Context: an optimization exercise on an open-source flow, tuned for small area and a short achievable clock period. The choices shown serve that exercise and are no tape-out recipe.
RTL that was checked went through simulation tests only; none was proved equivalent to the original.
Power is estimated from default activity; no workload was simulated.

## pipeline
module pipeline(
	input				clk,			 
	input				rst_n,		 
	output [9:0]	imem_addr,	 
	input  [15:0]	imem_data,	 
	output			wb_en,		 
	output [3:0]	wb_addr,		 
	output [15:0]	wb_data		 
);
reg [9:0]  PC;
reg        START;
reg [15:0] IRF;
reg [15:0] IRD;
reg [3:0]  E_op;      
reg [3:0]  E_rd;
reg        E_nz;      
reg        E_sub;     
reg [15:0] R1E;
reg [15:0] R2E;       
reg [15:0] saida_ula;
reg        mult, mult1, mult2, mult3;
reg [3:0]  M0_rd, M1_rd, M2_rd, M3_rd;
reg [15:0] aux3;
reg [3:0]  W_rd;
reg        W_nz;
reg [15:0] saida_ulaW;
reg [15:0] registers [15:0];
assign imem_addr = PC;
assign wb_en   = rst_n & W_nz;
assign wb_addr = W_rd;
assign wb_data = saida_ulaW;
always @(posedge clk) begin
	if (!rst_n) begin
		PC <= 10'd1023;
		START <= 1'b0;
		IRF <= 16'd0;
	end else if (!START) begin
		START <= 1'b1;
	end else begin
		IRF <= imem_data;
		PC <= PC + 10'd1;
	end
end
always @(posedge clk) begin
	if (!rst_n) IRD <= 16'd0;
	else        IRD <= IRF;
end
wire [3:0] D_op = IRD[15:12];
wire D_imm = (D_op == 4'h3) || (D_op == 4'h7) || (D_op == 4'h8) ||
             (D_op == 4'h9) || (D_op == 4'hA) || (D_op == 4'hB);
  ...
==> flow/config.mk <==
export PLATFORM = sky130hd
export DESIGN_NAME = pipeline
export DESIGN_NICKNAME = pipeline
export VERILOG_FILES = /design/flow/design.v
export SDC_FILE = /design/flow/constraint.sdc
export NUM_CORES = 4
export LEC_CHECK = 0
export CAP_MARGIN = 20
export CORE_MARGIN = 2
export CORE_UTILIZATION = 55
export CTS_BUF_LIST = sky130_fd_sc_hd__clkbuf_8
export CTS_CLUSTER_DIAMETER = 60
export CTS_CLUSTER_SIZE = 15
export SETUP_SLACK_MARGIN = 3.4
export SLEW_MARGIN = 20
==> flow/constraint.sdc <==
create_clock -name core_clock -period 6.0 [get_ports {clk}]
set_input_delay 1.2000 -clock core_clock [delete_from_list [all_inputs] [get_ports {clk}]]
set_output_delay 1.2000 -clock core_clock [all_outputs]
set_load 0.01 [all_outputs]
standard.sh (not shown) runs the stock make flow with config.mk's settings and CLKGATE_MAP_FILE= SYNTH_SCRIPT=/design/flow/synth_recipe.tcl, a recipe that flattens the netlist after the stock synthesis.
==> flow/flow/run.sh <==
#!/bin/bash
set -euo pipefail
export BUFFER_PORTS_ARGS="-buffer_cell sky130_fd_sc_hd__buf_2"
bash standard.sh finish > standard_flow.log 2>&1
Rerun with:
==> flow/run.sh (new file) <==
#!/bin/bash
# synth_recipe.tcl (not shown) runs the flow's synth.tcl, then flattens the netlist and writes it again
# the make line also repeats each setting of config.mk as NAME=value (left out here)
make -C /OpenROAD-flow-scripts/flow DESIGN_CONFIG=/design/flow/config.mk WORK_HOME=/design/flow/orfs CLKGATE_MAP_FILE= SYNTH_SCRIPT=/design/flow/synth_recipe.tcl finish
--- a/flow/config.mk
+++ b/flow/config.mk
@@ -14 +14 @@
-export SETUP_SLACK_MARGIN = 3.4
+export SETUP_SLACK_MARGIN = 3.28
removed: flow/flow/run.sh
removed: flow/standard.sh
Outcome: The new run finished clean. Synthesized area does not change. Count of clock-buffer cells in the layout increases by 1. Routed wire length decreases by 1.1%. Die area is unchanged. Worst hold slack is worse by 5.1 ps. Global-route usage decreases by 0.54 points. Non-clock buffer count increases by 1. Core utilization increases by 0.18 points.
No functional check of the RTL was part of any run of this note.

========
== the previous run ==
pipeline, a different RTL version from the one above (not shown whole).
Size: roughly 1900 cells after synthesis, roughly 500 flip-flops.
export LEC_CHECK = 0
export CAP_MARGIN = 20
export CORE_MARGIN = 2
export CORE_UTILIZATION = 55
export CTS_BUF_LIST = sky130_fd_sc_hd__clkbuf_8
export CTS_CLUSTER_DIAMETER = 60
export CTS_CLUSTER_SIZE = 15
export SETUP_SLACK_MARGIN = 3.3
export SLEW_MARGIN = 20
create_clock -name core_clock -period 6.0 [get_ports {clk}]
==> flow/flow/run.sh <==
#!/bin/bash
set -euo pipefail
export BUFFER_PORTS_ARGS="-buffer_cell sky130_fd_sc_hd__buf_2"
export CTS_ARGS="-sink_clustering_enable -repair_clock_nets -sink_clustering_size 15 -sink_clustering_max_diameter 60 -buf_list sky130_fd_sc_hd__clkbuf_8 -dont_use_dummy_load"
bash standard.sh finish > standard_flow.log 2>&1
The previous run completed every stage of the flow, and the final layout passed the timing, design-rule and antenna checks.
Changes in the current run relative to the previous run:
Settings: CORE_UTILIZATION changed from 55 to 65; SETUP_SLACK_MARGIN changed from 3.3 to 3.4.
Findings:
The previous run went all the way through the flow, and no timing, DRC or antenna check failed.
The current run reached the final stage; the timing, design-rule and antenna checks on its layout passed.
The previous run → the current run: sequential-cell power consumption comparable, worst hold slack went up by 0.020 ns.
Diff the current run and the previous run: global-route usage lower in the previous run
In the current run the largest fanout on the critical path turned out 2 lower than in the previous run.
Summary — die extent in y, the current run relative to the previous run: lower, by about 8%.
Between the current run and the previous run, the number of nets in the final layout does not differ in any meaningful way.
Count of plain and timing-repair buffers went up by a few percent going from the previous run to the current run.

## what the ideal ports hide
No port has a modelled driver above. Below, the same layouts with a new extraction and two added sets of constraints. Step 1 (the two cells are an assumption about what drives the block):
set clk [get_ports {clk}]
set_driving_cell -lib_cell sky130_fd_sc_hd__clkbuf_16 $clk
set_driving_cell -lib_cell sky130_fd_sc_hd__buf_2 [delete_from_list [all_inputs] $clk]
Step 2, shift: input delay + t, output delay - t, t = (earliest + latest rising clock arrival at the registers) / 2. This alone moves slack from input paths to output paths. a / b / c = no drivers / after step 1 / after step 2; a / b = the first two.
run	t, ns	slack for setup (ns)	slew at the worst register clock pin (ns)
the first run of note 1	0.712	3.255 / 3.179 / 2.725	0.11 / 0.11
the second run of note 1	0.706	3.222 / 3.162 / 2.609	0.10 / 0.10
the previous run	0.687	3.238 / 3.180 / 2.836	0.10 / 0.10
the current run	0.687	3.236 / 3.172 / 2.825	0.10 / 0.10
After both steps setup and hold are still met in every run listed. The setup slack of the second run of note 1, which loses most, moves by -0.060 ns with the drivers and by -0.613 ns with both steps.
